Context: an optimization exercise on an open-source flow, tuned for small area and a short achievable clock period. The choices shown serve that exercise and are no tape-out recipe. In this exercise RTL edits were held to simulation tests only and were not proved equivalent to the original.

== alpha ==
## iir_filter
module iir_filter(
    input clk,
    input rst,
    input signed [11:0] signal_i,
    output signed [11:0] signal_o
    );
reg [11:0] y0, y1, y2, y3, y4;    
reg [11:0] x1, x2, x3, x4, x5;    
reg [20:0] q, r;
wire ws_1, ws_2;
iir_fa u_ws_1 (.a(x1[1]), .b(x1[8]), .c(y0[0]), .s(ws_1), .co(ws_2));
wire ws_3, ws_4;
iir_fa u_ws_3 (.a(x1[2]), .b(x1[9]), .c(y0[1]), .s(ws_3), .co(ws_4));
wire ws_5, ws_6;
iir_fa u_ws_5 (.a(x1[3]), .b(x1[10]), .c(y0[2]), .s(ws_5), .co(ws_6));
wire ws_7, ws_8;
iir_fa u_ws_7 (.a(x1[4]), .b(x1[11]), .c(y0[3]), .s(ws_7), .co(ws_8));
wire ws_9, ws_10;
iir_fa u_ws_9 (.a(x1[5]), .b(y0[4]), .c(y0[8]), .s(ws_9), .co(ws_10));
wire ws_11, ws_12;
iir_fa u_ws_11 (.a(x1[6]), .b(y0[5]), .c(y0[9]), .s(ws_11), .co(ws_12));
wire ws_13, ws_14;
iir_fa u_ws_13 (.a(x1[7]), .b(y0[6]), .c(y0[10]), .s(ws_13), .co(ws_14));
wire ws_15, ws_16;
iir_fa u_ws_15 (.a(x1[8]), .b(y0[7]), .c(y0[11]), .s(ws_15), .co(ws_16));
wire ws_17, ws_18;
iir_fa u_ws_17 (.a(x1[0]), .b(x1[7]), .c(y0[3]), .s(ws_17), .co(ws_18));
wire ws_19, ws_20;
iir_fa u_ws_19 (.a(y0[4]), .b(q[8]), .c(ws_1), .s(ws_19), .co(ws_20));
wire ws_21, ws_22;
iir_fa u_ws_21 (.a(y0[5]), .b(q[9]), .c(ws_2), .s(ws_21), .co(ws_22));
wire ws_23, ws_24;
iir_fa u_ws_23 (.a(y0[6]), .b(q[10]), .c(ws_4), .s(ws_23), .co(ws_24));
wire ws_25, ws_26;
iir_fa u_ws_25 (.a(y0[7]), .b(q[11]), .c(ws_6), .s(ws_25), .co(ws_26));
wire ws_27, ws_28;
iir_fa u_ws_27 (.a(q[12]), .b(ws_8), .c(ws_9), .s(ws_27), .co(ws_28));
wire ws_29, ws_30;
iir_fa u_ws_29 (.a(q[13]), .b(ws_10), .c(ws_11), .s(ws_29), .co(ws_30));
wire ws_31, ws_32;
iir_fa u_ws_31 (.a(q[14]), .b(ws_12), .c(ws_13), .s(ws_31), .co(ws_32));
wire ws_33, ws_34;
  ...
For scale: ~1100 cells after synthesis, ~160 flip-flops, ~26 I/O pins, about 16000 µm² of cells after synthesis.
Settings: LEC_CHECK=0, CAP_MARGIN=20, CORE_MARGIN=2, CORE_UTILIZATION=60, CTS_BUF_LIST=sky130_fd_sc_hd__clkbuf_4 sky130_fd_sc_hd__clkbuf_8, PLACE_DENSITY=0.8, SLEW_MARGIN=20, SYNTH_HIERARCHICAL=1; clock period 14.5 ns.
run.sh (not shown) runs the stock make flow with config.mk's settings and CLKGATE_MAP_FILE= SYNTH_SCRIPT=/design/flow/synth_recipe.tcl, a recipe that flattens the netlist after the stock synthesis.
alpha ran to completion and came out clean on the timing, design-rule and antenna checks.
[inputs] beta vs alpha
- CTS_BUF_LIST removed (was sky130_fd_sc_hd__clkbuf_4 sky130_fd_sc_hd__clkbuf_8)
- PLACE_DENSITY changed from 0.8 to 0.6
- CORE_UTILIZATION changed from 60 to 40
Notes after the runs:
beta ran to completion and came out clean on the timing, design-rule and antenna checks. Diff alpha -> beta | worst reg2reg path depth | increase of 1. Going from alpha to beta, first-pass GRT wire length shrank by a few percent. Changes observed in beta relative to alpha: met3 layer wire length in the routed design saw a decrease; final worst slack saw an increase; cell area saw an increase.
Here is what was changed in the inputs of gamma compared with beta.
- setting CTS_BUF_LIST to sky130_fd_sc_hd__clkbuf_4 sky130_fd_sc_hd__clkbuf_8 for the first time
### Flow results
- gamma ran to completion and came out clean on the timing, design-rule and antenna checks.
- Reported for gamma and beta, net total in the final layout turned out identical to the last digit.
- beta → gamma: actual transition at the worst max-transition pin +10 ps; least setup slack across all paths after layout +46 ps; first-iteration DRC count +2.
- Compare gamma and beta | wire length of the first global-routing pass lower: gamma
Edits applied to the flow inputs when going from gamma to delta:
- setting CTS_CLUSTER_DIAMETER to 150 for the first time
- setting CTS_CLUSTER_SIZE to 40 for the first time
delta completed every stage of the flow, and the final layout passed the timing, design-rule and antenna checks.
Delta (delta minus gamma): cell area after synthesis about even, largest stage delay on the critical path stayed essentially flat, wire length of the first global-routing pass now sits at about the same level, maximum fanout along the worst path neither gained nor lost much.
Edits applied to the flow inputs when going from delta to epsilon:
- changing SLEW_MARGIN from 20 to 0
- changing CAP_MARGIN from 20 to 0
- removing CTS_CLUSTER_SIZE (formerly 40)
- removing CTS_CLUSTER_DIAMETER (formerly 150)
[summary]
Diff delta..epsilon | xor/xnor cell area share of the yosys netlist | unchanged. Wire length of the first global-routing pass: epsilon vs delta, no meaningful difference.

* * *

iir_filter, a different RTL version from the one above (not shown whole).
Size: about 190 flip-flops, roughly 26 I/O pins, roughly 0.016 mm^2 of cells after synthesis.
==> flow/design.v (excerpt) <==
module iir_filter(
    input clk,
    input rst,
    input signed [11:0] signal_i,
    output signed [11:0] signal_o
    );
make LEC_CHECK=0 ABC_AREA=1 CAP_MARGIN=20 CORE_MARGIN=2 CORE_UTILIZATION=50 CTS_BUF_LIST='sky130_fd_sc_hd__clkbuf_4 sky130_fd_sc_hd__clkbuf_8' PLACE_DENSITY=0.75 SLEW_MARGIN=20 SYNTH_HIERARCHICAL=1 finish   # period 14.5 ns
Next try:
CORE_UTILIZATION = 40   (was 50)
PLACE_DENSITY = 0.6   (was 0.75)
After rerunning:
- The new run went through all stages and came out clean
- design area is higher by 1.0%
- maximum frequency is about the same
- area after synthesis does not change
- sequential cell count stays the same
- synthesized cell count is unchanged
- non-clock buffer count is unchanged
- setup slack is better by 0.014 ns
- clock skew is lower by 0.0051 ns

* * *

Another version of the RTL of iir_filter (not shown whole).
Size: ~1400 cells after synthesis, roughly 160 flip-flops, roughly 17000 µm² of cells after synthesis.
==> flow/design.v (excerpt) <==
module iir_filter(
    input clk,
    input rst,
    input signed [11:0] signal_i,
    output signed [11:0] signal_o
    );
clock: 14.5 ns
lec_check: 0
abc_area: 1
cap_margin: 20
core_margin: 2
core_utilization: 40
cts_buf_list: sky130_fd_sc_hd__clkbuf_4 sky130_fd_sc_hd__clkbuf_8
place_density: 0.6
slew_margin: 20
synth_hierarchical: 1
Change:
--- a/flow/config.mk
+++ b/flow/config.mk
@@ -6,5 +6,4 @@
 export NUM_CORES = 4
 export LEC_CHECK = 0
-export ABC_AREA = 1
 export CAP_MARGIN = 20
 export CORE_MARGIN = 2
What happened: Hold slack loses 0.019 ns. Worst setup slack loses 0.41 ns. Register-to-register slack loses 0.23 ns. Maximum frequency drops by 6.6%. Clock-buffer cell count climbs by 2. Design area drops by 4.9%. Non-clock buffer count climbs by 1. Global-route usage drops by 2.8 points. First-iteration DRC count drops by 48%.

separate check: timing with driven ports:
In the flow no input, the clock included, has a driving cell. The finished layouts below were timed again as built, in two steps.
Step 1 sets driving cells, clkbuf_16 on the clock port and buf_2 on the other inputs (assumed; they add their load-dependent delay and slew).
Step 2 also shifts input and output timing later by t, the mid clock arrival at the registers, as if the neighbouring blocks saw the same clock.
Three values: no drivers, after step 1, after step 2; two values: the first two.
run	shift t [ns]	slack for setup (ns)	clock arrival spread, ns	worst data-port slew with drivers (ns)
alpha	0.526	8.158 / 8.184 / 7.658	0.029 / 0.029	0.04
beta	0.502	8.176 / 8.211 / 7.709	0.012 / 0.012	0.04
gamma	0.536	8.223 / 8.253 / 7.717	0.027 / 0.027	0.04
delta	0.536	8.223 / 8.253 / 7.717	0.027 / 0.027	0.04
epsilon	0.536	8.223 / 8.253 / 7.717	0.027 / 0.027	0.04
the first run of note 2	0.528	8.736 / 8.736 / 8.448	0.022 / 0.021	0.04
the second run of note 2	0.569	8.750 / 8.750 / 8.532	0.018 / 0.018	0.03
the first run of note 3	0.520	8.647 / 8.647 / 8.501	0.024 / 0.024	0.03
the second run of note 3	0.543	8.236 / 8.266 / 7.723	0.021 / 0.020	0.04
After both steps every run listed still meets setup and hold. The setup slack of the second run of note 3, which loses most, moves by +0.030 ns with the drivers and by -0.513 ns with both steps.
